This design comes from an exercise in tuning for small area and a short achievable clock period on the open sky130 flow, not from production work.
The RTL was checked by simulation tests, not by an equivalence proof against the original design.
No activity file was given, so power comes from the tool's default toggle rates.

$ cat flow/design.v
module riscv_top(clk, rst, imem_addr, imem_rdata, dmem_addr, dmem_wdata, dmem_we, dmem_re, dmem_rdata, wb_en, wb_addr, wb_data);
	input clk, rst;
	output [31:0] imem_addr;
	input [31:0] imem_rdata;
	output [31:0] dmem_addr, dmem_wdata;
	output dmem_we, dmem_re;
	input [31:0] dmem_rdata;
	output wb_en;
	output [4:0] wb_addr;
	output [31:0] wb_data;
	reg [31:1] PC;                  
	reg        vD;                  
	reg [31:0] IR;
	reg [31:1] PCD;
	reg        RegWriteE, MemReadE, MemWriteE, BeqE, BneE, JalE, Ldx0E;
	reg        AddE, SubE, OrE;
	reg [4:0]  RdE;
	reg [31:0] AE, BE, XE;          
	reg        RegWriteM, MemReadM, MemWriteM, TakenM;
	reg [4:0]  RdM;
	reg [31:0] ResM, XM;
	reg        RegWriteW;
	reg [4:0]  RdW;
	reg [31:0] ResW;
	reg [32*32-1:0] rf;             
	wire kill = TakenM & Ldx0E;     
	wire [31:1] PCPlus4 = PC + 31'd2;
	always @(posedge clk or negedge rst) begin
		if (!rst) begin
			PC <= 31'd0;
			vD <= 1'b0;
		end else begin
			if (!kill) PC <= TakenM ? XM[31:1] : PCPlus4;
			vD <= !TakenM;
		end
	end
	always @(posedge clk) begin
		IR <= imem_rdata;
		PCD <= PC;
	end
	assign imem_addr = {PC, 1'b0};
	wire [6:0] op = IR[6:0];
	wire [2:0] f3 = IR[14:12];
	wire [6:0] f7 = IR[31:25];
	wire [4:0] rd = IR[11:7];
	wire [4:0] rs1 = IR[19:15];
	wire [4:0] rs2 = IR[24:20];
	wire isLoad  = (op == 7'b0000011);
	wire isOpImm = (op == 7'b0010011);
	wire isOp    = (op == 7'b0110011);
	wire isStore = (op == 7'b0100011);
	wire isBr    = (op == 7'b1100011);
	wire isJal   = (op == 7'b1101111);
	wire ALUSrcD = isLoad | isOpImm;
	wire vDe = vD & !TakenM;
	wire f3_000 = (f3 == 3'b000);
	wire f3_111 = (f3 == 3'b111);
	wire f3_110 = (f3 == 3'b110);
	wire f7z = (f7 == 7'b0000000);
	wire f7o = (f7 == 7'b1111111);
	wire f7s = (f7 == 7'b0100000);
	wire kA = (f7z & f3_000) | (f7o & f3_111);
	wire addD = (!isOp & !isBr & kA) | (isOp & f7z & f3_000);
	wire subD = (isBr & kA) | (isOp & f7s & f3_000);
	wire orD  = !isBr & f7z & f3_110;
	wire [31:0] immI = {{20{IR[31]}}, IR[31:20]};
	wire [31:1] immB = {{20{IR[31]}}, IR[7], IR[30:25], IR[11:8]};
	wire [31:1] immJ = {{12{IR[31]}}, IR[19:12], IR[20], IR[30:21]};
	wire [31:1] targetD = PCD + (isJal ? immJ : immB);
	reg [31:0] rA, rB;
	integer k;
	always @(*) begin
		rA = 32'd0;
		rB = 32'd0;
		for (k = 1; k < 32; k = k + 1) begin
			rA = rA | ({32{rs1 == k}} & rf[32*k +: 32]);
			rB = rB | ({32{rs2 == k}} & rf[32*k +: 32]);
		end
	end
	wire [31:0] ALUout;
	wire [31:0] ResWn = MemReadM ? dmem_rdata : ResM;
	wire s1nz = (rs1 != 5'd0);
	wire s2nz = (rs2 != 5'd0);
	wire fAM  = RegWriteE & (RdE == rs1) & s1nz;
	wire fAW  = RegWriteM & (RdM == rs1) & s1nz;
	wire bypA = RegWriteW & (RdW == rs1) & s1nz;
	wire fBM  = RegWriteE & (RdE == rs2) & s2nz;
	wire fBW  = RegWriteM & (RdM == rs2) & s2nz;
	wire bypB = RegWriteW & (RdW == rs2) & s2nz;
	wire [31:0] A_early = fAW ? ResWn : bypA ? ResW : rA;
	wire [31:0] SDv     = bypB ? ResW : rB;
	wire [31:0] B_early = ALUSrcD ? immI : fBW ? ResWn : SDv;
	always @(posedge clk or negedge rst) begin
		if (!rst) begin
			RegWriteE <= 1'b0;
			MemReadE <= 1'b0;
			MemWriteE <= 1'b0;
			BeqE <= 1'b0;
			BneE <= 1'b0;
			JalE <= 1'b0;
			Ldx0E <= 1'b0;
		end else begin
			RegWriteE <= vDe & (isOp | isOpImm | isLoad);
			MemReadE <= vDe & isLoad;
			MemWriteE <= vDe & isStore;
			BeqE <= vDe & isBr & (f3 == 3'b000);
			BneE <= vDe & isBr & (f3 == 3'b001);
			JalE <= vDe & isJal;
			Ldx0E <= vDe & isLoad & (rd == 5'd0);
		end
	end
	always @(posedge clk) begin
		AddE <= addD;
		SubE <= subD;
		OrE <= orD;
		RdE <= rd;
		AE <= fAM ? ALUout : A_early;
		BE <= (fBM & !ALUSrcD) ? ALUout : B_early;
		XE <= isStore ? SDv : {targetD, 1'b0};
	end
	wire [31:0] sum = AE + (SubE ? ~BE : BE) + {31'd0, SubE};
	assign ALUout = (AddE | SubE) ? sum : OrE ? (AE | BE) : (AE & BE);
	wire zero = SubE ? (AE == BE) : ((AE & BE) == 32'd0);
	always @(posedge clk or negedge rst) begin
		if (!rst) begin
			RegWriteM <= 1'b0;
			MemReadM <= 1'b0;
			MemWriteM <= 1'b0;
			TakenM <= 1'b0;
		end else begin
			RegWriteM <= !kill & RegWriteE;
			MemReadM <= !kill & MemReadE;
			MemWriteM <= !kill & MemWriteE;
			TakenM <= !kill & ((BeqE & zero) | (BneE & !zero) | JalE);
		end
	end
	always @(posedge clk) begin
		ResM <= ALUout;
		XM <= XE;
		RdM <= RdE;
	end
	assign dmem_addr = ResM;
	assign dmem_wdata = XM;
	assign dmem_we = MemWriteM;
	assign dmem_re = MemReadM;
	always @(posedge clk or negedge rst) begin
		if (!rst) RegWriteW <= 1'b0;
		else RegWriteW <= RegWriteM;
	end
	always @(posedge clk) begin
		ResW <= ResWn;
		RdW <= RdM;
	end
	genvar gi;
	generate
		for (gi = 1; gi < 32; gi = gi + 1) begin : g_rf
			always @(posedge clk)
				if (RegWriteW && RdW == gi) rf[32*gi +: 32] <= ResW;
		end
	endgenerate
	assign wb_en = RegWriteW;
	assign wb_addr = RdW;
	assign wb_data = ResW;
endmodule
$ cat flow/run.sh
#!/bin/bash
# synth_recipe.tcl (not shown) runs the flow's synth.tcl, then flattens the netlist and writes it again
# the make line also repeats each setting of config.mk as NAME=value (left out here)
make -C /OpenROAD-flow-scripts/flow DESIGN_CONFIG=/design/flow/config.mk WORK_HOME=/design/flow/orfs CLKGATE_MAP_FILE= SYNTH_SCRIPT=/design/flow/synth_recipe.tcl finish
$ cat flow/config.mk
export PLATFORM = sky130hd
export DESIGN_NAME = riscv_top
export DESIGN_NICKNAME = riscv_top
export VERILOG_FILES = /design/flow/design.v
export SDC_FILE = /design/flow/constraint.sdc
export NUM_CORES = 4
export LEC_CHECK = 0
export CAP_MARGIN = 20
export CORE_MARGIN = 2
export CORE_UTILIZATION = 40
export SETUP_SLACK_MARGIN = 4.5
export SLEW_MARGIN = 20
$ cat flow/constraint.sdc
create_clock -name core_clock -period 8.0 [get_ports {clk}]
set_input_delay 1.6000 -clock core_clock [delete_from_list [all_inputs] [get_ports {clk}]]
set_output_delay 1.6000 -clock core_clock [all_outputs]
set_load 0.01 [all_outputs]
==> results.txt, run 1 <==
* Result of the run: complete, no violations
* Number of endpoints failing setup at the final stage at 0
* Post-CTS clock slew at the launch and capture registers of the worst setup and hold paths at 0.06 ns
* Area of the core at 146000 µm²
* Die extent in y at 388 µm
* Data required time at the worst endpoint at 8.74 ns
* Routability congestion estimate at 1.01
* Buffer cell driving the clock tree root: clkbuf_16
* Synthesized instance count at 4878
* Clock group share of total power at 37.9%
* Avg Inst Size Synth at 12.1 µm²
* Util after Layout at 48.4%
* Grt total ovfl at 0
* Element type at the critical path start: register
* PD cells at 255 nW/µm²
* Net switching power at 5.20 mW
* Peak-usage layer in the global routing report: met2
* Proportion of register bits with asynchronous set or reset after synthesis at 3.36%
* Number of clock sinks at 1309
* Max incr delay on CP at 0.62 ns
* Number of levels the H-tree was split into at 4
* Worst clock skew on the final layout at 0.0370 ns
* CTS tree: built
* Number of clock buffers inserted by TritonCTS at 140
* Setup repair after global routing missed its margin: true
* Vias in the first global route at 48.6k
* Number of enable flip-flop cells after synthesis at 992
* Worst-case register-to-register setup slack at 4.32 ns
* DR vias at 52.5k
* Clock latency reported for the late side of the worst-skew pair at 0.83 ns
* Post-Place Cell Area at 63800 µm²
* Reg-to-reg endpoint: AE[6]$_DFF_P_
* M2 GR Usage at 52.6%
* First-pass iteration count of the detailed router at 12
* Beginning of the worst hold path: XE[0]$_SDFF_PN0_
* Reported leakage power at 25.8 nW
* Final critical path time including I/O delays and setup at 3.68 ns
* Internal cell power at 12.8 mW
* Critical path, cell by cell: buf_4, and3b_1, buf_4, and2_4, buf_4, a22o_1, a221oi_1, nand3_1, nor4_2, a211oi_2, o22a_1
* Number of routed nets with antenna violations at 0
* Final Slew Violations at 0
* Count of cells along the worst register-to-register path at 11
* Syn Nets at 5071
* Largest net degree at the start of global routing at 60
* Category of the most critical setup path: register to register
* Most used cell, CP: buf_4
* Critical Path Slowest Stage Cell: and2_4
* Total negative slack at 0 ns
* Die extent in x at 388 µm
* Final Cycle Share at 46.0%
* Power share of the combinational group at 16.5%
* Area of the die at 150000 µm²
* Area growth syn-to-layout at 19.9%
* Maximum vdd drop at 0.224 mV
* Clock Path Buffers at 3
* Initial cell density of the core at 40.3%
* Fin nets at 5325
* Dominant register cell in the synthesized netlist: edfxtp_1
* Crit Reg-Reg Startpoint: IR[17]$_DFF_P_
* Maximum fanout along the worst path at 20
* Syn Std Cell Area at 58800 µm²
* Detailed Route WL at 293000 µm
* Wire length of the first global-routing pass at 394000 µm
* Count of final hold-check violations at 0
* Antenna violations before repair at 21
* Crit end category: register
* HPWL after DPL at 170000 µm
* Ports at 202
* Worst Path Arrival at 4.42 ns
* Post-synth cell types at 80
* Row count at 140
* Share of total power consumed by net switching at 28.9%
* DRC errors left at 0
* Worst Hold Path EP: XM[0]$_DFF_P_
* Worst Hold Depth at 0
* Average wire length per cell after detail routing at 40.8 µm
* Number of maximum-capacitance constraint violations at 0
* Yosys Warn Count at 1
* Overall Global Routing Usage at 37.6%
* Share of synthesized area occupied by flip-flops and latches at 61.8%
* Least-Margin Pin Slew at 1.17 ns
* Number of buffers added on ports at 200
* Per-cell via count in the routed design at 7.31
* Sequential share of power at 45.5%
* Met1 Usage GRT at 45.9%
* Timing-limited maximum frequency at 272 MHz
* Count of routing violations after the opening detailed-route iteration at 12.9k
* Met3 global-route usage at 18.4%
* FF+latch count, synth at 1309
* Finished Cell Area at 70600 µm²
* Fraction of layout instances using a drive strength above 1 at 15.5%
* Classification of the worst-slack hold path: register to register
* Relative max-transition margin at 22.0%
[synth_stat cells, drive strengths merged (11+ instances only)]
cell type / instances / area share [%]
mux2: 29 / 0.56
nand4: 100 / 1.1
nor2: 225 / 1.4
a22o: 62 / 0.92
nand2b: 14 / 0.15
a31oi: 32 / 0.34
a21o: 26 / 0.33
edfxtp: 992 / 51
nor3b: 12 / 0.17
a22oi: 669 / 8.5
o21ai: 113 / 0.96
a2111oi: 53 / 0.79
xnor2: 44 / 0.66
or4: 14 / 0.18
a221oi: 38 / 0.57
ha: 125 / 2.7
and3: 184 / 2.0
nor2b: 18 / 0.19
a211oi: 49 / 0.63
nor3: 60 / 0.54
mux2i: 36 / 0.61
nor4: 86 / 0.91
buf: 94 / 0.78
a222oi: 46 / 0.78
o211ai: 34 / 0.43
inv: 123 / 0.78
dfxtp: 273 / 9.3
dfrtp: 44 / 1.9
and2: 63 / 0.67
o21a: 19 / 0.24
nand3: 279 / 2.4
clkbuf: 261 / 1.7
nand2: 271 / 1.7
and4: 11 / 0.16
xor2: 57 / 0.85
a21oi: 181 / 1.5
[timing repair]
item / 4_1_cts / 5_1_grt
buffers inserted: 38 / 36
pin swaps: 21 / 34
hold buffers: 0 / 0
gates cloned: 3 / 0
endpoints found under the setup margin: 154 / 89
gates resized for setup: 270 / 117
[cell usage in the layout (no fill, tap or decap), types with 146 or more instances in the layout]
cell,instances
edfxtp_1,992
a22oi_1,668
nand3_1,273
nand2_1,269
dfxtp_1,260
buf_4,205
and3_1,184
nor2_1,170
clkdlybuf4s50_1,165
a21oi_1,164
clkbuf_16,146
[worst max-delay path by stage]
| stage | start | end | slack (ns) | depth (start not counted) |
|---|---|---|---|---|
| after floorplan | IR[5]$_DFF_P_ | XE[22]$_DFF_P_ | 4.54 | 14 |
| after global placement | IR[21]$_DFF_P_ | XE[22]$_DFF_P_ | 3.42 | 9 |
| after detailed placement | IR[5]$_DFF_P_ | XE[26]$_DFF_P_ | 3.41 | 14 |
| after CTS | IR[20]$_DFF_P_ | BE[5]$_DFF_P_ | 4.49 | 10 |
| after global routing | IR[5]$_DFF_P_ | XE[22]$_DFF_P_ | 4.33 | 17 |
| final | IR[17]$_DFF_P_ | AE[6]$_DFF_P_ | 4.32 | 11 |
[state kept, by name (all words and copies together) (netlist names), 32 cells and up]
signal  flops
XE         32
IR         32
XM         32
AE         32
BE         32
rf        992
ResM       32
ResW       32
[layout make-up]
class	count	area, µm²
diodes	13	32.5
repair buffers	465	4310
flip-flops and latches	1309	36400
clock inverters	88	1010
fillers	12700	75400
inverters	123	462
well taps	1917	2400
clock buffers	171	3790
multi-input cells	3093	22200
[cells by family after synthesis]
family,synth area share (%)
AO/OA/AOI/OAI,17.5
XOR/XNOR,1.50
adder cells (fa/ha/maj),2.73
buffers and inverters,3.23
flip-flops,61.8
multiplexers,1.17
other,0.00637
AND/OR/NAND/NOR,12.0
[per-layer routing]
layer | routed length (µm) | vias up
li1 | - | 19800
met1 | 98200 | 25200
met2 | 116000 | 5813
met3 | 52500 | 1688
met4 | 25700 | 26
met5 | 666 | -
[critical path: cells and delay by family, from the launching register on]
kind,cells,cell delay (ns)
AO/OA/AOI/OAI,4,1.13
buffers and inverters,3,1.04
flip-flops,1,0.32
AND/OR/NAND/NOR,4,1.03
[power by group through the flow]
stage | registers (mW) | clock network, mW | logic (mW)
final | 8.20 | 6.83 | 2.97
after global routing | 8.22 | 7.10 | 3.10
after CTS | 8.19 | 6.82 | 2.75
after detailed placement | 8.33 | 0 | 2.59
after global placement | 8.33 | 0 | 2.57
after floorplan | 8.29 | 0 | 1.22
[through the flow]
stage                     hold WS (ns)  total power [mW]  cells  worst slack [ns]
after floorplan                  0.310              9.51   4878              4.54
after global placement           0.311              10.9   6830              3.42
after detailed placement         0.312              10.9   6830              3.41
after CTS                        0.318              17.8   7130              4.49
after global routing             0.316              18.4   7172              4.33
final                            0.326              18.0   7179              4.32
==> run 2: changes to the inputs <==
--- a/flow/design.v
+++ b/flow/design.v
@@ -12,4 +12,5 @@
 	reg        vD;                  
 	reg [31:0] IR;
+	reg [31:1] S1D, S2D;            
 	reg [31:1] PCD;
 	reg        RegWriteE, MemReadE, MemWriteE, BeqE, BneE, JalE, Ldx0E;
@@ -35,7 +36,12 @@
 		end
 	end
+	integer j;
 	always @(posedge clk) begin
 		IR <= imem_rdata;
 		PCD <= PC;
+		for (j = 1; j < 32; j = j + 1) begin
+			S1D[j] <= (imem_rdata[19:15] == j);
+			S2D[j] <= (imem_rdata[24:20] == j);
+		end
 	end
 	assign imem_addr = {PC, 1'b0};
@@ -74,6 +80,6 @@
 		rB = 32'd0;
 		for (k = 1; k < 32; k = k + 1) begin
-			rA = rA | ({32{rs1 == k}} & rf[32*k +: 32]);
-			rB = rB | ({32{rs2 == k}} & rf[32*k +: 32]);
+			rA = rA | ({32{S1D[k]}} & rf[32*k +: 32]);
+			rB = rB | ({32{S2D[k]}} & rf[32*k +: 32]);
 		end
 	end
--- a/flow/config.mk
+++ b/flow/config.mk
@@ -8,5 +8,5 @@
 export CAP_MARGIN = 20
 export CORE_MARGIN = 2
-export CORE_UTILIZATION = 40
-export SETUP_SLACK_MARGIN = 4.5
+export CORE_UTILIZATION = 55
+export SETUP_SLACK_MARGIN = 4.6
 export SLEW_MARGIN = 20
==> run 2 against run 1 <==
Net effect:
- first-iteration DRC count shrank 14%
- power down 0.46%
- sequential share of layout area grew 3.9 points
- utilization up 16 points
- critical path depth shrank 1
- synthesized area decreased by 0.98%
- highest routed layer unchanged
- synthesized cell count is 8.7% lower
- sequential power rose by 4.3%
- worst setup slack better by 0.14 ns
- combinational power is 9.8% lower
==> results.txt, run 2 <==
* Area growth syn-to-layout at 16.9%
* Antenna violations before repair at 19 (-9.5%)
* FF+latch count, synth at 1371 (+4.7%)
* Worst Path Arrival at 4.15 ns (-0.27 ns)
* Per-cell via count in the routed design at 7.83 (+7.1%)
* Fill cells at 7902 (-38%)
* Share of synthesized area occupied by flip-flops and latches at 64.5% (+2.7 points)
* Ports at 202 (unchanged)
* Placed Cells incl. Taps at 5892 (-14%)
* Maximum vdd drop at 0.219 mV (-2.3%)
* Clock Path Buffers at 3 (unchanged)
* Data required time at the worst endpoint at 8.61 ns (-0.13 ns)
* Least setup slack across all paths after layout at 4.46 ns (+0.144 ns)
* Avg Inst Size Synth at 13.1 µm² (+8.5%)
* Number of enable flip-flop cells after synthesis at 992 (unchanged)
* Die extent in x at 329 µm (-15%)
* Relative max-transition margin at 12.7% (-9.3 points)
* CTS tree: built
* Yosys Warn Count at 1 (unchanged)
* Setup slack after placement at 4.15 ns (+0.738 ns)
* Combined area of the multi-input logic cells at 19700 µm² (-11%)
* DR vias at 48.6k (-7.4%)
* Die extent in y at 329 µm (-15%)
* Dominant register cell in the synthesized netlist: edfxtp_1
* Synthesized instance count at 4453 (-8.7%)
* Count of non-filler cells in the finished layout at 6205 (-14%)
* Number of clock buffers inserted by TritonCTS at 140 (unchanged)
* Synth Area in Compound Gates at 19.3% (+1.8 points)
* Row count at 119 (-15%)
* Max incr delay on CP at 0.51 ns (-0.11 ns)
* Total negative slack at 0 ns (unchanged)
* Crit end category: register
* HPWL after DPL at 148000 µm (-13%)
* Final Slew Violations at 0 (unchanged)
* Post-synth cell types at 82 (+2.5%)
* Post-CTS clock slew at the launch and capture registers of the worst setup and hold paths at 0.06 ns (about the same)
* Post-Place Cell Area at 62300 µm² (-2.3%)
* Register with the most flip-flops: rf
* Overall Global Routing Usage at 48.6% (+11 points)
* Final Cycle Share at 44.2% (-1.8 points)
* DRC errors left at 0 (unchanged)
* Most numerous cell in the Yosys netlist: edfxtp_1
* Initial cell density of the core at 55.4% (+15 points)
* Critical Path Slowest Stage Cell: dfxtp_2
* Vias in the first global route at 44.8k (-7.9%)
* Category of the most critical setup path: register to register
* Element type at the critical path start: register
* Timing-limited maximum frequency at 283 MHz (+4.1%)
* Grt total ovfl at 0 (unchanged)
* Proportion of register bits with asynchronous set or reset after synthesis at 3.21% (-0.15 points)
* Adder-cell share of the synthesized area at 2.75% (+0.027 points)
* Routability congestion estimate at 0.963 (-4.2%)
* XOR/XNOR share of the synthesized area at 1.74% (+0.24 points)
* Classification of the worst-slack hold path: register to register
* Fin nets at 4895 (-8.1%)
* Count of routing violations after the opening detailed-route iteration at 11.1k (-14%)
* Cell types occupying the most area after synthesis: edfxtp_1 (51%), dfxtp_1 (12%), a22oi_1 (4.8%), a22o_1 (4.0%), a221oi_1 (3.9%)
* Commonest non-fill, non-tap cell in the layout: edfxtp_1
* Number of endpoints failing setup at the final stage at 0 (unchanged)
* Area of the die at 109000 µm² (-28%)
* Critical path, cell by cell: buf_4, a22o_1, a221oi_1, nand4_1, nor3_1, a21oi_1, mux2i_1, nor2_1, a21oi_1, a21oi_1
* Simple-gate share of the synthesized area at 7.39% (-4.7 points)
* Wire length of the first global-routing pass at 361000 µm (-8.5%)
* Maximum fanout along the worst path at 22 (+10%)
* Syn Nets at 4646 (-8.4%)
* Number of routed nets with antenna violations at 0 (unchanged)
* Result of the run: complete, no violations
* Final critical path time including I/O delays and setup at 3.54 ns (-0.144 ns)
* Detailed Route WL at 270000 µm (-7.9%)
* Top library cells by usage in the layout, fill and taps aside: edfxtp_1 (992), a22oi_1 (375), a22o_1 (264)
* Area of the core at 105000 µm² (-28%)
* Number of buffers added on ports at 200 (unchanged)
* Least-Margin Pin Slew at 1.31 ns (+0.139 ns)
* Buffer cell driving the clock tree root: clkbuf_16
* PD cells at 263 nW/µm² (+3.1%)
* Clock latency reported for the late side of the worst-skew pair at 0.77 ns (-0.06 ns)
* Average wire length per cell after detail routing at 43.5 µm (+6.6%)
* Finished Cell Area at 68100 µm² (-3.5%)
* Multiplexer share of the synthesized area at 1.60% (+0.43 points)
* Setup repair after global routing missed its margin: true
* Number of maximum-capacitance constraint violations at 0 (unchanged)
* Fraction of layout instances using a drive strength above 1 at 14.1% (-1.4 points)
* Cell types with the highest counts after synthesis: edfxtp_1 (992), a22oi_1 (375), dfxtp_1 (335)
* Count of final hold-check violations at 0 (unchanged)
* First-pass iteration count of the detailed router at 12 (unchanged)
* Most used cell, CP: a21oi_1
* Largest area contributor in the netlist: edfxtp_1
* Syn Std Cell Area at 58300 µm² (-0.98%)
* Largest family of logic cells by synthesized area: compound AO/OA/AOI/OAI gates
* Number of clock sinks at 1371 (+4.7%)
* Share of the synthesized area in the top cell type at 51.1% (+0.50 points)
* Worst clock skew on the final layout at 0.0344 ns (-0.00267 ns)
* Largest net degree at the start of global routing at 66 (+10%)
* Reported leakage power at 24.3 nW (-5.8%)
* Flip-flop count of the largest register after layout at 992 (unchanged)
* Number of levels the H-tree was split into at 4 (unchanged)
* Register Area at 37800 µm² (+3.8%)
## run 2: changes by cell type after synthesis, sizes merged, moves of 55 or more
cell,delta
nand2,-143
nor3,+55
nor4,-68
dfxtp,+62
a221oi,+225
a22oi,-294
a22o,+202
nand3,-186
and3,-163
## run 2: metal layers
metal / share of wire, % / vias to the layer above / global-route usage (%)
met5: 0.16 / - / 1.26
met4: 9.0 / 30 / 32.9
met3: 17 / 1606 / 21.1
met2: 41 / 5277 / 69.7
met1: 33 / 23200 / 59.3
li1: - / 18500 / -
## run 2: timing repair
item / 4_1_cts / 5_1_grt
hold buffers: 0 / 0
endpoints found under the hold margin: 0 / 0
pin swaps: 4 / 22
setup buffers: 16 / 36
gates cloned: 5 / 1
setup endpoints to repair: 122 / 64
gates resized for setup: 174 / 51
## run 2: kinds of logic (layout without fill, tap and decap cells)
logic type	count (synthesis)	in the layout
compound gates	1474	1474
xor+xnor	116	116
fa+ha+maj	127	127
buf+inv	397	753
flops	1371	1371
mux	87	87
other cells	1	6
simple gates	880	880
## run 2: power breakdown
part	internal (mW)	switching [mW]	leakage [nW]	total, mW
Combinational	1.10	1.58	9.54	2.68
Sequential	8.12	0.428	12.5	8.55
Clock	3.86	2.83	2.24	6.69
Total	13.1	4.83	24.3	17.9
## run 2: critical path, delay by kind of cell, from the launching register on
kind | cells | cell delay (ns)
AOI/OAI and AO/OA | 5 | 1.44
buffers and inverters | 1 | 0.42
DFF | 1 | 0.51
muxes | 1 | 0.28
and+or+nand+nor | 3 | 0.71
## run 2: worst paths after layout
check                      cells after the start            start                  end  slack [ns]
setup / recovery                              10  S2D[25]$_DFF_P_        BE[1]$_DFF_P_        4.46
hold / removal                                 0   XE[30]$_DFF_P_       XM[30]$_DFF_P_        0.32
setup reg to reg                              10  S2D[25]$_DFF_P_        BE[1]$_DFF_P_        4.46
hold reg to reg                                0   XE[30]$_DFF_P_       XM[30]$_DFF_P_        0.32
max in group asynchronous                      2              rst   PC[31]$_DFFE_PN0N_        6.55
min in group asynchronous                      2              rst  MemWriteE$_DFF_PN0_        0.96
## run 2: cell type report
cell class	instances	share of cell area (%)
Antenna cell	5	0.0184
Clock buffer	181	5.67
Clock inverter	68	1.06
Inverter	103	0.568
Multi-Input combinational cell	2685	28.9
Sequential cell	1371	55.5
Tap cell	1391	2.55
Timing Repair Buffer	401	5.80
## run 2: metrics by stage
stage,util (%),power (mW),hold WS (ns)
5_1_grt,64.8,18.3,0.331
6_report,64.8,17.9,0.325
4_1_cts,64.3,17.7,0.325
2_1_floorplan,-,9.83,0.310
3_5_place_dp,59.3,11.1,0.313
3_3_place_gp,59.2,11.1,0.312
==> run 3: changes to the inputs <==
==> flow/flow/run.sh (new file) <==
#!/bin/bash
set -euo pipefail
export BUFFER_PORTS_ARGS="-buffer_cell sky130_fd_sc_hd__buf_4"
bash standard.sh finish > standard_flow.log 2>&1
==> flow/standard.sh (new file) <==
#!/bin/bash
# synth_recipe.tcl (not shown) runs the flow's synth.tcl, then flattens the netlist and writes it again
# the make line also repeats each setting of config.mk as NAME=value (left out here)
make -C /OpenROAD-flow-scripts/flow DESIGN_CONFIG=/design/flow/config.mk WORK_HOME=/design/flow/orfs CLKGATE_MAP_FILE= SYNTH_SCRIPT=/design/flow/synth_recipe.tcl "${@:-finish}"
removed: flow/run.sh
==> run 3 against run 2 <==
Net effect:
- clock power barely moved
- largest power group unchanged
- via count barely moved
- clock skew fell by 0.0085 ns
- combinational power fell by 7%
- critical endpoint is now BE[3]$_DFF_P_
- largest cell class unchanged
- global-route usage fell by 0.45 points
- register-to-register slack got worse by 0.29 ns
- routed wire length fell by 1.0%
- worst hold slack barely moved
- synthesized cell count did not move
==> results.txt, run 3 <==
* Crit end category: register
* Worst hold slack at 0.324 ns (-0.000364 ns)
* Category of the most critical setup path: register to register
* Most numerous cell in the Yosys netlist: edfxtp_1
* Clock group share of total power at 37.8% (+0.5 points)
* First-pass iteration count of the detailed router at 10 (-2)
* DRC errors left at 0 (unchanged)
* Top library cells by usage in the layout, fill and taps aside: edfxtp_1 (992), a22oi_1 (375), buf_4 (351)
* Setup repair after global routing missed its margin: true
* DR vias at 48.6k (+0.072%)
* Number of enable flip-flop cells after synthesis at 992 (unchanged)
* Clock latency reported for the late side of the worst-skew pair at 0.79 ns (+0.02 ns)
* Classification of the worst-slack hold path: register to register
* Final Cycle Share at 47.9% (+3.7 points)
* Area of the die at 109000 µm² (unchanged)
* Critical path, cell by cell: buf_4, a22o_1, a221oi_1, nand3_1, nor3_1, a21oi_1, mux2i_1, nor2_1, a211oi_2, a21oi_1
* Final critical path time including I/O delays and setup at 3.83 ns (+0.293 ns)
* Combined area of the multi-input logic cells at 19700 µm² (+0.36%)
* Per-cell via count in the routed design at 7.88 (+0.64%)
* Area of the core at 105000 µm² (unchanged)
* Fraction of layout instances using a drive strength above 1 at 17.0% (+2.9 points)
* Net switching power at 4.82 mW (-0.32%)
* Worst Hold Depth at 0 (unchanged)
* Worst clock skew on the final layout at 0.0258 ns (-0.00854 ns)
* Beginning of the worst hold path: XE[30]$_DFF_P_
* Die extent in x at 329 µm (unchanged)
* Number of clock buffers inserted by TritonCTS at 142 (+1.4%)
* Fin nets at 4852 (-0.88%)
* Proportion of register bits with asynchronous set or reset after synthesis at 3.21% (unchanged)
* Overall Global Routing Usage at 48.2% (-0.45 points)
* Element type at the critical path start: register
* Internal cell power at 12.9 mW (-1.1%)
* Final Slew Violations at 0 (unchanged)
* Yosys Warn Count at 1 (unchanged)
* Hold-fix buffers, CTS at 0 (unchanged)
* Count of routing violations after the opening detailed-route iteration at 11.7k (+5.7%)
* Data required time at the worst endpoint at 8.71 ns (+0.10 ns)
* Number of buffers added on ports at 200 (unchanged)
* Maximum fanout along the worst path at 19 (-14%)
* Routability congestion estimate at 0.945 (-1.9%)
* Number of endpoints failing setup at the final stage at 0 (unchanged)
* Flip-flop count of the largest register after layout at 992 (unchanged)
* FF+latch count, synth at 1371 (unchanged)
* Number of routed nets with antenna violations at 0 (unchanged)
* Area growth syn-to-layout at 15.0%
* Grt total ovfl at 0 (unchanged)
* Avg Inst Size Synth at 13.1 µm² (unchanged)
* Syn Nets at 4646 (unchanged)
* Synthesized instance count at 4453 (unchanged)
* Share of synthesized area occupied by flip-flops and latches at 64.5% (unchanged)
* Share of the synthesized area in the top cell type at 51.1% (unchanged)
* Reported leakage power at 24.0 nW (-0.91%)
* Crit. Startpoint: S2D[19]$_DFF_P_
* Number of levels the H-tree was split into at 4 (unchanged)
* Largest net degree at the start of global routing at 66 (unchanged)
* Finished Cell Area at 67000 µm² (-1.7%)
* Cell types occupying the most area after synthesis: edfxtp_1 (51%), dfxtp_1 (12%), a22oi_1 (4.8%), a22o_1 (4.0%), a221oi_1 (3.9%)
* Worst Path Arrival at 4.53 ns (+0.38 ns)
* Antenna violations before repair at 13 (-6)
* Register with the most flip-flops: rf
* Register Area at 37700 µm² (-0.16%)
* Max incr delay on CP at 0.93 ns (+0.42 ns)
* Count of cells along the worst register-to-register path at 10 (unchanged)
* Number of clock sinks at 1371 (unchanged)
* Power share of the combinational group at 14.0% (-1.0 points)
* Largest area contributor in the netlist: edfxtp_1
* Ports at 202 (unchanged)
* Post-Place Cell Area at 61800 µm² (-0.86%)
* Timing-limited maximum frequency at 261 MHz (-7.7%)
* Crit Reg-Reg Startpoint: S2D[19]$_DFF_P_
* Wire length of the first global-routing pass at 358000 µm (-0.91%)
* Post-synth cell types at 82 (unchanged)
* Total power consumption of the routed design at 17.8 mW (-0.86%)
* Number of maximum-capacitance constraint violations at 0 (unchanged)
* Die extent in y at 329 µm (unchanged)
* Buffer cell driving the clock tree root: clkbuf_16
* Initial cell density of the core at 55.4% (unchanged)
* Cell types with the highest counts after synthesis: edfxtp_1 (992), a22oi_1 (375), dfxtp_1 (335)
* Share of total power consumed by net switching at 27.1% (+0.15 points)
* Critical Path Slowest Stage Cell: dfxtp_2
* Maximum vdd drop at 0.258 mV (+18%)
* HPWL after DPL at 145000 µm (-2.2%)
* Commonest non-fill, non-tap cell in the layout: edfxtp_1
* Sequential share of power at 48.2% (+0.5 points)
* Fill cells at 8119 (+2.7%)
* Result of the run: complete, no violations
* Total negative slack at 0 ns (unchanged)
* CTS tree: built
* Dominant register cell in the synthesized netlist: edfxtp_1
* Relative max-transition margin at 14.1% (+1.5 points)
* PD cells at 265 nW/µm² (+0.84%)
* Most used cell, CP: a21oi_1
* Detailed Route WL at 267000 µm (-1.0%)
* Row count at 119 (unchanged)
* Average wire length per cell after detail routing at 43.3 µm (-0.48%)
* Syn Std Cell Area at 58300 µm² (unchanged)
* Vias in the first global route at 44.7k (-0.094%)
* Least-Margin Pin Slew at 1.29 ns (-0.0220 ns)
* Clock Path Buffers at 3 (unchanged)
* Count of final hold-check violations at 0 (unchanged)
* Post-CTS clock slew at the launch and capture registers of the worst setup and hold paths at 0.06 ns (about the same)
run 3: metal layers:
| layer | GRT usage, % | wire [µm] | share of wire [%] | up-vias |
|---|---|---|---|---|
| met2 | 68.1 | 109000 | 41 | 5338 |
| met3 | 21.6 | 46600 | 17 | 1587 |
| met1 | 59.4 | 87900 | 33 | 23200 |
| met5 | 0.435 | 298 | 0.11 | - |
| met4 | 32.1 | 23400 | 8.7 | 22 |
| li1 | - | - | - | 18500 |
run 3: critical path: cells and delay by family (launching register included):
family	cells	cell delay [ns]
compound gates	5	1.33
buf+inv	1	0.61
flops	1	0.93
mux	1	0.20
simple gates	3	0.57
run 3: path summary, 6_finish.rpt:
path	to	slack [ns]
max in group asynchronous	BeqE$_DFF_PN0_	6.67
max reg2reg	BE[3]$_DFF_P_	4.17
min reg2reg	XM[30]$_DFF_P_	0.32
max	BE[3]$_DFF_P_	4.17
min	XM[30]$_DFF_P_	0.32
min in group asynchronous	MemWriteM$_DFF_PN0_	0.87
run 3: what timing repair did:
action                     4_1_cts  5_1_grt
pin swaps                        4       27
setup buffers                    3       11
setup endpoints to repair       69       62
gates resized for setup         32       69
cloned                           0        1
run 3: final cells by class:
class	instances	area share, %
clock buffer	181	5.89
tap	1391	2.60
multi-input combinational	2685	29.5
clock inverter	74	1.05
sequential	1371	56.3
antenna	9	0.0336
inverter	103	0.577
timing repair buffer	356	4.07
run 3: power by group through the flow:
stage,Combinational (mW),Sequential (mW),Clock [mW]
CTS,2.34,8.55,6.68
floorplan,1.21,8.62,0
global placement,2.30,8.70,0
finish,2.49,8.56,6.71
detailed placement,2.31,8.69,0
global route,2.64,8.58,6.96
run 3: logic make-up (layout without fill, tap and decap cells):
group / Yosys count / after routing / synth area share [%]
compound gates: 1474 / 1474 / 19.3
flops: 1371 / 1371 / 64.5
simple gates: 880 / 880 / 7.39
buf+inv: 397 / 714 / 2.65
fa+ha+maj: 127 / 127 / 2.75
xor+xnor: 116 / 116 / 1.74
mux: 87 / 87 / 1.60
other cells: 1 / 10 / 0.00644
run 3: stage by stage:
stage	cells	setup WS, ns	util (%)
2_1_floorplan	4453	4.65	-
3_3_place_gp	5890	4.00	58.7
3_5_place_dp	5891	4.12	58.8
4_1_cts	6149	4.56	63.3
5_1_grt	6161	4.46	63.7
6_report	6170	4.17	63.7
==> run 4: changes to the inputs <==
--- a/flow/design.v
+++ b/flow/design.v
@@ -13,4 +13,7 @@
 	reg [31:0] IR;
 	reg [31:1] S1D, S2D;            
+	reg        SAM, SAW, SAB;       
+	reg        SBI, SBM, SBW, SBR, SBB;  
+	reg        SST;                 
 	reg [31:1] PCD;
 	reg        RegWriteE, MemReadE, MemWriteE, BeqE, BneE, JalE, Ldx0E;
@@ -36,4 +39,19 @@
 		end
 	end
+	wire [4:0] rs1F = imem_rdata[19:15];
+	wire [4:0] rs2F = imem_rdata[24:20];
+	wire [6:0] opF = imem_rdata[6:0];
+	wire ALUSrcF = (opF == 7'b0000011) | (opF == 7'b0010011);
+	wire isStoreF = (opF == 7'b0100011);
+	wire RegWriteDraw = (IR[6:0] == 7'b0110011) | (IR[6:0] == 7'b0010011) | (IR[6:0] == 7'b0000011);
+	wire vDeF = vD & !TakenM;
+	wire nA = (rs1F != 5'd0);
+	wire nB = (rs2F != 5'd0);
+	wire fAMn = nA & vDeF & RegWriteDraw & (IR[11:7] == rs1F);
+	wire fAWn = nA & RegWriteE & (RdE == rs1F);
+	wire fABn = nA & RegWriteM & (RdM == rs1F);
+	wire fBMn = nB & vDeF & RegWriteDraw & (IR[11:7] == rs2F);
+	wire fBWn = nB & RegWriteE & (RdE == rs2F);
+	wire fBBn = nB & RegWriteM & (RdM == rs2F);
 	integer j;
 	always @(posedge clk) begin
@@ -41,7 +59,16 @@
 		PCD <= PC;
 		for (j = 1; j < 32; j = j + 1) begin
-			S1D[j] <= (imem_rdata[19:15] == j);
-			S2D[j] <= (imem_rdata[24:20] == j);
+			S1D[j] <= (rs1F == j) & !fAMn & !fAWn & !fABn;
+			S2D[j] <= (rs2F == j) & !fBBn;
 		end
+		SAM <= fAMn;
+		SAW <= !fAMn & fAWn;
+		SAB <= !fAMn & !fAWn & fABn;
+		SBI <= ALUSrcF;
+		SBM <= !ALUSrcF & fBMn;
+		SBW <= !ALUSrcF & !fBMn & fBWn;
+		SBR <= !ALUSrcF & !fBMn & !fBWn;
+		SBB <= fBBn;
+		SST <= isStoreF;
 	end
 	assign imem_addr = {PC, 1'b0};
@@ -50,6 +77,4 @@
 	wire [6:0] f7 = IR[31:25];
 	wire [4:0] rd = IR[11:7];
-	wire [4:0] rs1 = IR[19:15];
-	wire [4:0] rs2 = IR[24:20];
 	wire isLoad  = (op == 7'b0000011);
 	wire isOpImm = (op == 7'b0010011);
@@ -58,5 +83,4 @@
 	wire isBr    = (op == 7'b1100011);
 	wire isJal   = (op == 7'b1101111);
-	wire ALUSrcD = isLoad | isOpImm;
 	wire vDe = vD & !TakenM;
 	wire f3_000 = (f3 == 3'b000);
@@ -86,15 +110,7 @@
 	wire [31:0] ALUout;
 	wire [31:0] ResWn = MemReadM ? dmem_rdata : ResM;
-	wire s1nz = (rs1 != 5'd0);
-	wire s2nz = (rs2 != 5'd0);
-	wire fAM  = RegWriteE & (RdE == rs1) & s1nz;
-	wire fAW  = RegWriteM & (RdM == rs1) & s1nz;
-	wire bypA = RegWriteW & (RdW == rs1) & s1nz;
-	wire fBM  = RegWriteE & (RdE == rs2) & s2nz;
-	wire fBW  = RegWriteM & (RdM == rs2) & s2nz;
-	wire bypB = RegWriteW & (RdW == rs2) & s2nz;
-	wire [31:0] A_early = fAW ? ResWn : bypA ? ResW : rA;
-	wire [31:0] SDv     = bypB ? ResW : rB;
-	wire [31:0] B_early = ALUSrcD ? immI : fBW ? ResWn : SDv;
+	wire [31:0] A_early = rA | ({32{SAW}} & ResWn) | ({32{SAB}} & ResW);
+	wire [31:0] SDv     = rB | ({32{SBB}} & ResW);
+	wire [31:0] B_early = ({32{SBI}} & immI) | ({32{SBW}} & ResWn) | ({32{SBR}} & SDv);
 	always @(posedge clk or negedge rst) begin
 		if (!rst) begin
@@ -121,7 +137,7 @@
 		OrE <= orD;
 		RdE <= rd;
-		AE <= fAM ? ALUout : A_early;
-		BE <= (fBM & !ALUSrcD) ? ALUout : B_early;
-		XE <= isStore ? SDv : {targetD, 1'b0};
+		AE <= ({32{SAM}} & ALUout) | A_early;
+		BE <= ({32{SBM}} & ALUout) | B_early;
+		XE <= SST ? SDv : {targetD, 1'b0};
 	end
 	wire [31:0] sum = AE + (SubE ? ~BE : BE) + {31'd0, SubE};
--- a/flow/config.mk
+++ b/flow/config.mk
@@ -9,4 +9,4 @@
 export CORE_MARGIN = 2
 export CORE_UTILIZATION = 55
-export SETUP_SLACK_MARGIN = 4.6
+export SETUP_SLACK_MARGIN = 5.0
 export SLEW_MARGIN = 20
==> run 4 against run 3 <==
Net effect:
- clock power shrank 0.9%
- critical path type unchanged
- clock skew rose by 0.020 ns
- synthesized cell count is 1.2% lower
- worst setup slack better by 0.18 ns
- largest cell class unchanged
- cell count grew 2.7%
- critical path depth rose by 6
- register-to-register slack better by 0.18 ns
- still clean
==> results.txt, run 4 <==
* Result of the run: complete, no violations
* Cell types occupying the most area after synthesis: edfxtp_1 (51%), dfxtp_1 (12%), a22oi_1 (10%), ha_1 (2.7%), a221oi_1 (2.2%)
* Maximum vdd drop at 0.240 mV (-6.6%)
* Worst Path Arrival at 4.29 ns (-0.24 ns)
* Least setup slack across all paths after layout at 4.35 ns (+0.178 ns)
* Top library cells by usage in the layout, fill and taps aside: edfxtp_1 (992), a22oi_1 (776), buf_4 (424)
* Reported leakage power at 25.0 nW (+4.1%)
* Initial cell density of the core at 55.3% (-0.15 points)
* Most numerous cell in the Yosys netlist: edfxtp_1
* PD cells at 261 nW/µm² (-1.5%)
* Ports at 202 (unchanged)
* Number of routed nets with antenna violations at 0 (unchanged)
* FF+latch count, synth at 1380 (+0.66%)
* Avg Inst Size Synth at 13.2 µm² (+0.81%)
* Area growth syn-to-layout at 21.4%
* Vias in the first global route at 46.3k (+3.4%)
* Overall Global Routing Usage at 51.3% (+3.1 points)
* Area of the die at 108000 µm² (-0.41%)
* Wire length of the first global-routing pass at 377000 µm (+5.3%)
* Average wire length per cell after detail routing at 44.9 µm (+3.8%)
* Post-Place Cell Area at 61700 µm² (about the same)
* Fill cells at 7592 (-6.5%)
* Worst Hold Depth at 0 (unchanged)
* Count of final hold-check violations at 0 (unchanged)
* Number of clock buffers inserted by TritonCTS at 142 (unchanged)
* Reg-to-reg endpoint: XE[27]$_DFF_P_
* CTS tree: built
* Number of levels the H-tree was split into at 4 (unchanged)
* Setup repair after global routing missed its margin: true
* Classification of the worst-slack hold path: register to register
* Maximum fanout along the worst path at 4 (-15)
* Crit. Startpoint: IR[5]$_DFF_P_
* Placed Cells incl. Taps at 5870 (-0.36%)
* Crit end category: register
* Final critical path time including I/O delays and setup at 3.65 ns (-0.178 ns)
* Largest area contributor in the netlist: edfxtp_1
* Relative max-transition margin at 17.7% (+3.6 points)
* Cell types with the highest counts after synthesis: edfxtp_1 (992), a22oi_1 (776), dfxtp_1 (344)
* Count of non-filler cells in the finished layout at 6338 (+2.7%)
* Row count at 119 (unchanged)
* Commonest non-fill, non-tap cell in the layout: edfxtp_1
* Critical path, cell by cell: nor2b_4, nand4_1, nor2_4, buf_12, buf_6, mux2_4, fa_2, a21o_1, a221oi_4, o211ai_1, a221o_1, nand4_1, nand2_2, a31oi_4, xor2_1, o21ai_1
* Per-cell via count in the routed design at 7.99 (+1.3%)
* Number of maximum-capacitance constraint violations at 0 (unchanged)
* HPWL after DPL at 156000 µm (+8.1%)
* Worst clock skew on the final layout at 0.0458 ns (+0.0199 ns)
* Category of the most critical setup path: register to register
* Number of buffers added on ports at 200 (unchanged)
* Detailed Route WL at 285000 µm (+6.6%)
* Worst hold slack at 0.325 ns (+0.000210 ns)
* Timing-limited maximum frequency at 274 MHz (+4.9%)
* Syn Std Cell Area at 58000 µm² (-0.42%)
* First-pass iteration count of the detailed router at 13 (+3)
* Die extent in y at 329 µm (-0.20%)
* Final Slew Violations at 0 (unchanged)
* Final Cycle Share at 45.6% (-2.2 points)
* Routability congestion estimate at 0.978 (+3.5%)
* Die extent in x at 329 µm (-0.20%)
* Count of cells along the worst register-to-register path at 16 (+6)
* Share of synthesized area occupied by flip-flops and latches at 65.1% (+0.58 points)
* Most used cell, CP: nand4_1
* Beginning of the worst hold path: XE[8]$_DFF_P_
* Yosys Warn Count at 1 (unchanged)
* Least-Margin Pin Slew at 1.23 ns (-0.0535 ns)
* Category of cells accounting for the largest share of critical-path delay: compound AO/OA/AOI/OAI gates
* Worst Hold Path EP: XM[8]$_DFF_P_
* Count of routing violations after the opening detailed-route iteration at 11.2k (-4.5%)
* Clock latency reported for the late side of the worst-skew pair at 0.81 ns (+0.02 ns)
* Largest net degree at the start of global routing at 66 (unchanged)
* Total negative slack at 0 ns (unchanged)
* Element type at the critical path start: register
* Syn Nets at 4592 (-1.2%)
* Critical Path Slowest Stage Cell: a221o_1
* Clock Path Buffers at 3 (unchanged)
* Dominant register cell in the synthesized netlist: edfxtp_1
* Fin nets at 5021 (+3.5%)
* Buffers plus inverters on the worst setup path at 2 (+1)
* Finished Cell Area at 70400 µm² (+5.2%)
* Number of clock sinks at 1380 (+0.66%)
* Number of endpoints failing setup at the final stage at 0 (unchanged)
* Register with the most flip-flops: rf
* Number of enable flip-flop cells after synthesis at 992 (unchanged)
* Proportion of register bits with asynchronous set or reset after synthesis at 3.19% (-0.021 points)
* Synthesized instance count at 4399 (-1.2%)
* Hold-fix buffers, CTS at 0 (unchanged)
* Flip-flop count of the largest register after layout at 992 (unchanged)
* Area of the core at 105000 µm² (-0.14%)
* Data required time at the worst endpoint at 8.64 ns (-0.07 ns)
* Worst-case register-to-register setup slack at 4.35 ns (+0.18 ns)
* Antenna violations before repair at 27 (+14)
* Post-CTS clock slew at the launch and capture registers of the worst setup and hold paths at 0.07 ns (about the same)
* Buffer cell driving the clock tree root: clkbuf_16
* DRC errors left at 0 (unchanged)
* Max incr delay on CP at 0.38 ns (-0.55 ns)
* Post-synth cell types at 87 (+6.1%)
* Share of the synthesized area in the top cell type at 51.4% (+0.21 points)
* DR vias at 50.6k (+4.1%)
* Setup slack after placement at 4.16 ns (+0.0377 ns)
* Fraction of layout instances using a drive strength above 1 at 22.9% (+5.9 points)
* Grt total ovfl at 0 (unchanged)
* Crit Reg-Reg Startpoint: IR[5]$_DFF_P_
[run 4: power breakdown]
| part | internal [mW] | total [mW] | switching [mW] |
|---|---|---|---|
| clock | 3.76 | 6.65 | 2.89 |
| sequential | 8.17 | 8.50 | 0.325 |
| combinational | 1.40 | 3.25 | 1.85 |
[run 4: stage by stage]
step | utilization [%] | total power, mW
final | 67.1 | 18.4
after global routing | 67.1 | 18.8
after CTS | 65.8 | 17.9
after detailed placement | 58.8 | 11.0
after global placement | 58.8 | 11.0
after floorplan | - | 9.86
[run 4: logic make-up after synthesis]
group	count (synthesis)	synth area share, %
xor gates and xnor gates	114	1.72
DFF	1380	65.1
adders and majority gates	127	2.77
other	1	0.00646
AOI/OAI and AO/OA	1491	19.3
muxes	59	1.11
buffers and inverters	362	2.36
and+or+nand+nor	865	7.62
[run 4: how the worst max path moves through the flow]
stage / endpoint / slack [ns] / cells after the start
floorplan: XE[23]$_DFF_P_ / 4.64 / 15
global placement: AE[24]$_DFF_P_ / 3.93 / 6
detailed placement: XE[23]$_DFF_P_ / 4.16 / 15
CTS: SubE$_DFF_P_ / 4.33 / 22
global route: XE[23]$_DFF_P_ / 4.26 / 16
finish: XE[27]$_DFF_P_ / 4.35 / 16
[run 4: routing by layer]
metal / GRT usage (%) / wire, µm / up-vias
met2: 69.6 / 112000 / 5676
met5: 4.97 / 689 / -
met3: 28.6 / 53800 / 1798
li1: - / - / 18700
met4: 35.5 / 26900 / 44
met1: 61.1 / 91600 / 24300
[run 4: worst reg2reg max path, cell delays in order (launching register included)]
cell and delay, ns:
dfxtp_2 0.33, nor2b_4 0.14, nand4_1 0.16, nor2_4 0.18, buf_12 0.12, buf_6 0.08
mux2_4 0.30, fa_2 0.36, a21o_1 0.24, a221oi_4 0.31, o211ai_1 0.13, a221o_1 0.38
nand4_1 0.12, nand2_2 0.09, a31oi_4 0.27, xor2_1 0.20, o21ai_1 0.08
[run 4: cell type report]
cell class	count	area (µm²)	area share [%]
multi-input combinational	2657	20100	28.6
inverter	89	334	0.474
timing repair buffer	558	5630	7.99
clock buffer	188	4020	5.70
antenna	13	32.5	0.0462
clock inverter	62	537	0.762
sequential	1380	38000	54.0
tap	1391	1740	2.47
[run 4: what timing repair did]
item	4_1_cts	5_1_grt
pin swaps	37	80
setup endpoints to repair	169	120
setup buffers	118	55
gates resized for setup	276	184
cloned	28	4
==> run 5: changes to the inputs <==
==> flow/run.sh (new file) <==
#!/bin/bash
# synth_recipe.tcl (not shown) runs the flow's synth.tcl, then flattens the netlist and writes it again
# the make line also repeats each setting of config.mk as NAME=value (left out here)
make -C /OpenROAD-flow-scripts/flow DESIGN_CONFIG=/design/flow/config.mk WORK_HOME=/design/flow/orfs CLKGATE_MAP_FILE= SYNTH_SCRIPT=/design/flow/synth_recipe.tcl finish
removed: flow/flow/run.sh
removed: flow/standard.sh
==> run 5 against run 4 <==
Net effect:
- critical endpoint is now XE[29]$_DFF_P_
- power up 2.3%
- highest routed layer unchanged
- maximum frequency rose by 0.44%
- worst setup slack better by 0.016 ns
- still clean on timing, DRC and antenna
- sequential share of layout area down 0.30 points
- cell count grew 0.33%
- global-route usage decreased by 0.26 points
- non-clock buffer count up 8
- die area stayed put
- largest power group unchanged
==> results.txt, run 5 <==
* Crit Reg-Reg Startpoint: IR[5]$_DFF_P_
* Reg-to-reg endpoint: XE[29]$_DFF_P_
* Relative max-transition margin at 21.0% (+3.3 points)
* FF+latch count, synth at 1380 (unchanged)
* Number of clock buffers inserted by TritonCTS at 142 (unchanged)
* Power share of the combinational group at 17.8% (about the same)
* Count of routing violations after the opening detailed-route iteration at 11.5k (+2.9%)
* Row count at 119 (unchanged)
* Final critical path time including I/O delays and setup at 3.64 ns (-0.0159 ns)
* Share of total power consumed by net switching at 27.0% (-0.53 points)
* Area of the core at 105000 µm² (unchanged)
* Clock latency reported for the late side of the worst-skew pair at 0.79 ns (-0.02 ns)
* Largest area contributor in the netlist: edfxtp_1
* Average wire length per cell after detail routing at 44.4 µm (-1.1%)
* Post-CTS clock slew at the launch and capture registers of the worst setup and hold paths at 0.06 ns (about the same)
* Syn Std Cell Area at 58000 µm² (unchanged)
* CTS tree: built
* Routability congestion estimate at 0.933 (-4.6%)
* Internal cell power at 13.7 mW (+3.0%)
* Yosys Warn Count at 1 (unchanged)
* Post-Place Cell Area at 62200 µm² (+0.73%)
* Die extent in y at 329 µm (unchanged)
* Fin nets at 5029 (+0.16%)
* Die extent in x at 329 µm (unchanged)
* Data required time at the worst endpoint at 8.68 ns (+0.04 ns)
* DR vias at 50.3k (-0.66%)
* Synthesized instance count at 4399 (unchanged)
* Grt total ovfl at 0 (unchanged)
* Number of clock sinks at 1380 (unchanged)
* Util after Layout at 67.5% (+0.42 points)
* Ports at 202 (unchanged)
* PD cells at 265 nW/µm² (+1.6%)
* Final Slew Violations at 0 (unchanged)
* Least-Margin Pin Slew at 1.19 ns (-0.0488 ns)
* HPWL after DPL at 150000 µm (-3.9%)
* Category of the most critical setup path: register to register
* Number of routed nets with antenna violations at 0 (unchanged)
* Wire length of the first global-routing pass at 375000 µm (-0.38%)
* Final Cycle Share at 45.4% (-0.20 points)
* DRC errors left at 0 (unchanged)
* Setup repair after global routing missed its margin: true
* Count of cells along the worst register-to-register path at 15 (-1)
* Avg Inst Size Synth at 13.2 µm² (unchanged)
* Timing-limited maximum frequency at 275 MHz (+0.44%)
* Area growth syn-to-layout at 22.2%
* Number of levels the H-tree was split into at 4 (unchanged)
* Commonest non-fill, non-tap cell in the layout: edfxtp_1
* Maximum vdd drop at 0.282 mV (+17%)
* Total negative slack at 0 ns (unchanged)
* Detailed Route WL at 283000 µm (-0.81%)
* Sequential share of power at 45.0% (-1.2 points)
* Overall Global Routing Usage at 51.0% (-0.26 points)
* Classification of the worst-slack hold path: register to register
* Cell types with the highest counts after synthesis: edfxtp_1 (992), a22oi_1 (776), dfxtp_1 (344)
* First-pass iteration count of the detailed router at 11 (-2)
* Antenna violations before repair at 20 (-26%)
* Fraction of layout instances using a drive strength above 1 at 21.0% (-1.9 points)
* Top library cells by usage in the layout, fill and taps aside: edfxtp_1 (992), a22oi_1 (776), buf_4 (267)
* Most numerous cell in the Yosys netlist: edfxtp_1
* Syn Nets at 4592 (unchanged)
* Number of buffers added on ports at 200 (unchanged)
* Result of the run: complete, no violations
* Element type at the critical path start: register
* Vias in the first global route at 46.4k (+0.19%)
* Count of final hold-check violations at 0 (unchanged)
* Buffer cell driving the clock tree root: clkbuf_16
* Worst-case register-to-register setup slack at 4.37 ns (+0.02 ns)
* Number of maximum-capacitance constraint violations at 0 (unchanged)
* Net switching power at 5.08 mW (+0.30%)
* Share of the synthesized area in the top cell type at 51.4% (unchanged)
* Reported leakage power at 25.2 nW (+0.54%)
* Flip-flop count of the largest register after layout at 992 (unchanged)
* Post-synth cell types at 87 (unchanged)
* Area of the die at 108000 µm² (unchanged)
* Proportion of register bits with asynchronous set or reset after synthesis at 3.19% (unchanged)
* Crit end category: register
* Register with the most flip-flops: rf
* Worst Path Arrival at 4.31 ns (+0.02 ns)
* Finished Cell Area at 70900 µm² (+0.62%)
* Share of synthesized area occupied by flip-flops and latches at 65.1% (unchanged)
* Worst Hold Depth at 0 (unchanged)
* Worst Hold Path EP: XM[9]$_DFF_P_
* Clock group share of total power at 37.2% (+1.0 points)
* Number of endpoints failing setup at the final stage at 0 (unchanged)
* Maximum fanout along the worst path at 4 (unchanged)
* Beginning of the worst hold path: XE[9]$_DFF_P_
* Cell types occupying the most area after synthesis: edfxtp_1 (51%), dfxtp_1 (12%), a22oi_1 (10%), ha_1 (2.7%), a221oi_1 (2.2%)
* Clock Path Buffers at 3 (unchanged)
* Worst clock skew on the final layout at 0.0421 ns (-0.00365 ns)
* Dominant register cell in the synthesized netlist: edfxtp_1
* Initial cell density of the core at 55.3% (unchanged)
* Number of enable flip-flop cells after synthesis at 992 (unchanged)
* Largest net degree at the start of global routing at 66 (unchanged)
* Per-cell via count in the routed design at 7.91 (-0.99%)
* Hold-fix buffers, CTS at 0 (unchanged)
run 5: cell counts after synthesis:
No cell type changed its count.
run 5: critical path, stage by stage, from the launching register on:
cell      delay [ns]
dfxtp_2         0.32
nor2b_4         0.15
nand4_1         0.17
nor2_4          0.20
mux2_4          0.33
ha_4            0.16
fa_2            0.33
a21o_1          0.20
a221oi_2        0.30
o211ai_1        0.15
a221o_1         0.38
nand4_1         0.13
nand2_2         0.09
a31oi_4         0.25
o22ai_2         0.13
o31ai_2         0.24
run 5: worst max-delay path by stage:
stage,from,end,slack (ns),cells past startpoint
after detailed placement,imem_rdata[24],S2D[16]$_DFF_P_,4.06,8
after global routing,IR[5]$_DFF_P_,XE[23]$_DFF_P_,4.26,15
final,IR[5]$_DFF_P_,XE[29]$_DFF_P_,4.37,15
after CTS,IR[5]$_DFF_P_,XE[29]$_DFF_P_,4.45,15
after global placement,dmem_rdata[24],AE[24]$_DFF_P_,3.17,6
after floorplan,IR[5]$_DFF_P_,XE[23]$_DFF_P_,4.64,15
run 5: through the flow:
| step | power, mW | hold WS [ns] | worst slack (ns) | cells |
|---|---|---|---|---|
| after global routing | 19.2 | 0.326 | 4.26 | 6349 |
| after CTS | 18.4 | 0.324 | 4.45 | 6315 |
| after floorplan | 9.86 | 0.310 | 4.64 | 4399 |
| after global placement | 11.1 | 0.312 | 3.17 | 5862 |
| final | 18.8 | 0.326 | 4.37 | 6359 |
| after detailed placement | 11.1 | 0.312 | 4.06 | 5864 |
run 5: metal layers:
metal | part of all wire, % | track usage (%) | routed length, µm
met2 | 40 | 69.7 | 112000
met5 | 0.17 | 2.84 | 473
met4 | 9.0 | 35.1 | 25600
met3 | 19 | 28.8 | 53800
met1 | 32 | 60.4 | 90800
run 5: kinds of logic (layout without fill, tap and decap cells):
| group | count (synthesis) | after routing | synth area share [%] |
|---|---|---|---|
| multiplexers | 59 | 59 | 1.11 |
| XOR/XNOR | 114 | 114 | 1.72 |
| adder cells (fa/ha/maj) | 127 | 127 | 2.77 |
| buffers and inverters | 362 | 916 | 2.36 |
| AND/OR/NAND/NOR | 865 | 865 | 7.62 |
| other | 1 | 16 | 0.00646 |
| AO/OA/AOI/OAI | 1491 | 1491 | 19.3 |
| flip-flops | 1380 | 1380 | 65.1 |
run 5: power groups by stage:
| stage | Sequential, mW | Clock [mW] | Combinational [mW] |
|---|---|---|---|
| 3_5_place_dp | 8.64 | 0 | 2.44 |
| 6_report | 8.47 | 6.99 | 3.35 |
| 3_3_place_gp | 8.64 | 0 | 2.42 |
| 2_1_floorplan | 8.68 | 0 | 1.18 |
| 4_1_cts | 8.46 | 6.95 | 3.02 |
| 5_1_grt | 8.50 | 7.22 | 3.48 |
run 5: cell type report:
type | instances | area (µm²)
Timing Repair Buffer | 566 | 5880
Inverter | 89 | 334
Fill cell | 7548 | 34100
Clock inverter | 70 | 842
Tap cell | 1391 | 1740
Multi-Input combinational cell | 2657 | 20000
Sequential cell | 1380 | 38000
Clock buffer | 191 | 4040
Antenna cell | 15 | 37.5
run 5: timing repair:
action / 4_1_cts / 5_1_grt
pin swaps: 74 / 83
hold endpoints to repair: 0 / 0
gates cloned: 32 / 0
setup endpoints to repair: 286 / 186
setup buffers: 158 / 29
gates resized for setup: 693 / 169
==> run 6: changes to the inputs <==
--- a/flow/design.v
+++ b/flow/design.v
@@ -16,4 +16,5 @@
 	reg        SBI, SBM, SBW, SBR, SBB;  
 	reg        SST;                 
+	reg        SJ;                  
 	reg [31:1] PCD;
 	reg        RegWriteE, MemReadE, MemWriteE, BeqE, BneE, JalE, Ldx0E;
@@ -71,4 +72,5 @@
 		SBB <= fBBn;
 		SST <= isStoreF;
+		SJ <= (opF == 7'b1101111);
 	end
 	assign imem_addr = {PC, 1'b0};
@@ -82,5 +84,4 @@
 	wire isStore = (op == 7'b0100011);
 	wire isBr    = (op == 7'b1100011);
-	wire isJal   = (op == 7'b1101111);
 	wire vDe = vD & !TakenM;
 	wire f3_000 = (f3 == 3'b000);
@@ -97,5 +98,5 @@
 	wire [31:1] immB = {{20{IR[31]}}, IR[7], IR[30:25], IR[11:8]};
 	wire [31:1] immJ = {{12{IR[31]}}, IR[19:12], IR[20], IR[30:21]};
-	wire [31:1] targetD = PCD + (isJal ? immJ : immB);
+	wire [31:1] targetD = PCD + (SJ ? immJ : immB);
 	reg [31:0] rA, rB;
 	integer k;
@@ -128,5 +129,5 @@
 			BeqE <= vDe & isBr & (f3 == 3'b000);
 			BneE <= vDe & isBr & (f3 == 3'b001);
-			JalE <= vDe & isJal;
+			JalE <= vDe & SJ;
 			Ldx0E <= vDe & isLoad & (rd == 5'd0);
 		end
@@ -138,10 +139,10 @@
 		RdE <= rd;
 		AE <= ({32{SAM}} & ALUout) | A_early;
-		BE <= ({32{SBM}} & ALUout) | B_early;
+		BE <= (({32{SBM}} & ALUout) | B_early) ^ {32{subD}};    
 		XE <= SST ? SDv : {targetD, 1'b0};
 	end
-	wire [31:0] sum = AE + (SubE ? ~BE : BE) + {31'd0, SubE};
+	wire [31:0] sum = AE + BE + {31'd0, SubE};
 	assign ALUout = (AddE | SubE) ? sum : OrE ? (AE | BE) : (AE & BE);
-	wire zero = SubE ? (AE == BE) : ((AE & BE) == 32'd0);
+	wire zero = SubE ? ((AE ^ BE) == 32'hffffffff) : ((AE & BE) == 32'd0);
 	always @(posedge clk or negedge rst) begin
 		if (!rst) begin
==> flow/flow/run.sh (new file) <==
#!/bin/bash
set -euo pipefail
export BUFFER_PORTS_ARGS="-buffer_cell sky130_fd_sc_hd__buf_4"
bash standard.sh finish > standard_flow.log 2>&1
==> flow/standard.sh (new file) <==
#!/bin/bash
# synth_recipe.tcl (not shown) runs the flow's synth.tcl, then flattens the netlist and writes it again
# the make line also repeats each setting of config.mk as NAME=value (left out here)
make -C /OpenROAD-flow-scripts/flow DESIGN_CONFIG=/design/flow/config.mk WORK_HOME=/design/flow/orfs CLKGATE_MAP_FILE= SYNTH_SCRIPT=/design/flow/synth_recipe.tcl "${@:-finish}"
removed: flow/run.sh
==> run 6 against run 5 <==
Net effect:
- final area down 2.5%
- via count rose by 0.23%
- largest power group unchanged
- clock skew shrank 0.0028 ns
- routed wire length down 0.27%
- global-route usage rose by 0.24 points
- maximum frequency grew 13%
- synthesized cell count increased by 0.32%
- utilization down 0.84 points
- still clean
- sequential cell count is 1 higher
- critical endpoint is now AE[27]$_DFF_P_
==> results.txt, run 6 <==
* Result of the run: complete, no violations
* Classification of the worst-slack hold path: register to register
* Number of endpoints failing setup at the final stage at 0 (unchanged)
* CTS tree: built
* Overall Global Routing Usage at 51.3% (+0.24 points)
* Count of final hold-check violations at 0 (unchanged)
* Element type at the critical path start: register
* Post-Place Cell Area at 61200 µm² (-1.6%)
* Maximum fanout along the worst path at 19 (+15)
* Detailed Route WL at 282000 µm (-0.27%)
* Post-synth cell types at 80 (-8.0%)
* Relative max-transition margin at 13.0% (-8.0 points)
* DRC errors left at 0 (unchanged)
* Maximum vdd drop at 0.296 mV (+5.0%)
* Routability congestion estimate at 0.954 (+2.3%)
* Top library cells by usage in the layout, fill and taps aside: edfxtp_1 (992), a22oi_1 (780), buf_4 (363)
* Area growth syn-to-layout at 20.0%
* Buffer cell driving the clock tree root: clkbuf_16
* Grt total ovfl at 0 (unchanged)
* DR vias at 50.4k (+0.23%)
* Largest area contributor in the netlist: edfxtp_1
* Number of levels the H-tree was split into at 4 (unchanged)
* Hold-fix buffers, CTS at 0 (unchanged)
* Placed Cells incl. Taps at 5858 (-0.10%)
* Final Slew Violations at 0 (unchanged)
* Crit end category: register
* Register Area at 38000 µm² (about the same)
* Register with the most flip-flops: rf
* Highest metal layer with signal wires: met5
* Final critical path time including I/O delays and setup at 3.21 ns (-0.429 ns)
* Combined area of the multi-input logic cells at 19200 µm² (-3.7%)
* Least-Margin Pin Slew at 1.31 ns (+0.120 ns)
* Worst clock skew on the final layout at 0.0393 ns (-0.00281 ns)
* Fraction of layout instances using a drive strength above 1 at 20.5% (-0.53 points)
* Vias in the first global route at 45.5k (-1.8%)
* Cell types occupying the most area after synthesis: edfxtp_1 (52%), dfxtp_1 (12%), a22oi_1 (10%), a221oi_1 (2.2%), ha_1 (2.1%)
* Cell types with the highest counts after synthesis: edfxtp_1 (992), a22oi_1 (780), dfxtp_1 (345)
* Category of the most critical setup path: register to register
* Category of cells accounting for the largest share of critical-path delay: compound AO/OA/AOI/OAI gates
* Total negative slack at 0 ns (unchanged)
* Share of the synthesized area in the top cell type at 51.7% (+0.38 points)
* Yosys Warn Count at 1 (unchanged)
* DRT met1 WL at 89800 µm (-1.1%)
* Die extent in x at 328 µm (-0.37%)
* Buffers plus inverters on the worst setup path at 1 (+1)
* Max incr delay on CP at 0.71 ns (+0.33 ns)
* Count of non-filler cells in the finished layout at 6272 (-1.4%)
* First-pass iteration count of the detailed router at 12 (+1)
* Ports at 202 (unchanged)
* Timing-limited maximum frequency at 312 MHz (+13%)
* Commonest non-fill, non-tap cell in the layout: edfxtp_1
* Number of enable flip-flop cells after synthesis at 992 (unchanged)
* Finished Cell Area at 69100 µm² (-2.5%)
* Number of clock buffers inserted by TritonCTS at 143 (+0.70%)
* Post-CTS clock slew at the launch and capture registers of the worst setup and hold paths at 0.06 ns (about the same)
* Met2 routed WL at 112000 µm (-0.36%)
* Row count at 118 (-0.84%)
* Area of the core at 104000 µm² (-1.3%)
* Worst Path Arrival at 3.83 ns (-0.48 ns)
* Number of buffers added on ports at 200 (unchanged)
* Antenna violations before repair at 21 (+5.0%)
* Clock Path Buffers at 3 (unchanged)
* Dominant register cell in the synthesized netlist: edfxtp_1
* Fin nets at 4923 (-2.1%)
* Clock latency reported for the late side of the worst-skew pair at 0.81 ns (+0.02 ns)
* Fill cells at 7709 (+2.1%)
* Avg Inst Size Synth at 13.0 µm² (-1.1%)
* Most used cell, CP: nand4_1
* Initial cell density of the core at 55.6% (+0.29 points)
* Critical Path Slowest Stage Cell: dfxtp_2
* Flip-flop count of the largest register after layout at 992 (unchanged)
## run 6: changes by cell type after synthesis, moves of 7 or more
cell      before  now
a21oi_1       92  126
ha_1         125   95
nor2_1       184  210
o21ai_0      138  112
nand2_1      172  194
buf_1         50   32
xor2_1        76   59
clkbuf_1     219  235
a21o_1        37   24
nand3_1      131  143
xnor2_1       38   50
a211oi_1      12   20
mux2i_1       16    8
o21a_1         5   12
## run 6: worst paths after layout
kind                            cells past startpoint                 end      startpoint  slack [ns]
min in group asynchronous                           1      BeqE$_DFF_PN0_             rst        0.84
worst min-delay path                                0      XM[26]$_DFF_P_  XE[26]$_DFF_P_        0.32
max in group asynchronous                           1  MemReadM$_DFF_PN0_             rst        6.67
worst max register to register                      7      AE[27]$_DFF_P_  S1D[6]$_DFF_P_        4.79
worst min register to register                      0      XM[26]$_DFF_P_  XE[26]$_DFF_P_        0.32
worst max-delay path                                7      AE[27]$_DFF_P_  S1D[6]$_DFF_P_        4.79
## run 6: area by class of cell
| class | instances | area share, % |
|---|---|---|
| Sequential cell | 1381 | 55.0 |
| Multi-Input combinational cell | 2662 | 27.8 |
| Timing Repair Buffer | 478 | 7.19 |
| Clock buffer | 185 | 5.57 |
| Tap cell | 1380 | 2.50 |
| Clock inverter | 77 | 1.29 |
| Inverter | 93 | 0.505 |
| Antenna cell | 16 | 0.0579 |
## run 6: power by group
part / total, mW / switching [mW] / internal, mW
clock: 6.90 / 2.95 / 3.94
sequential: 8.48 / 0.307 / 8.17
combinational: 3.05 / 1.79 / 1.26
total: 18.4 / 5.05 / 13.4
## run 6: repair_timing
action                     in CTS  in global routing
setup buffers                  84                 21
resized for setup             279                 85
setup endpoints to repair     115                 83
gates cloned                   31                  0
pin swaps                      27                 40
## run 6: routing by layer
metal,vias up,GRT usage [%]
li1,18600,-
met1,24100,61.0
met2,5894,70.4
met3,1776,29.5
met4,28,33.6
met5,-,0.266
## run 6: cell families after synthesis
kind of cell | synth area share, %
buffers and inverters | 2.44
xor gates and xnor gates | 1.66
muxes | 0.882
DFF | 65.6
other | 0.00651
and+or+nand+nor | 8.10
adders and majority gates | 2.17
AOI/OAI and AO/OA | 19.1
## run 6: through the flow
step                      setup slack, ns  utilization [%]  hold WS, ns
after floorplan                      4.71                -        0.310
after detailed placement             4.32             59.1        0.312
after global placement               3.83             59.1        0.312
after global routing                 4.83             66.6        0.322
final                                4.79             66.7        0.323
after CTS                            4.93             66.1        0.323
## run 6: worst reg2reg max path, stage by stage, from the launching register on
cell,delay (ns)
dfxtp_2,0.71
buf_4,0.54
a22oi_1,0.27
nand4_1,0.14
nor2_1,0.16
nand4_1,0.44
a2111oi_1,0.61
o21ai_1,0.18
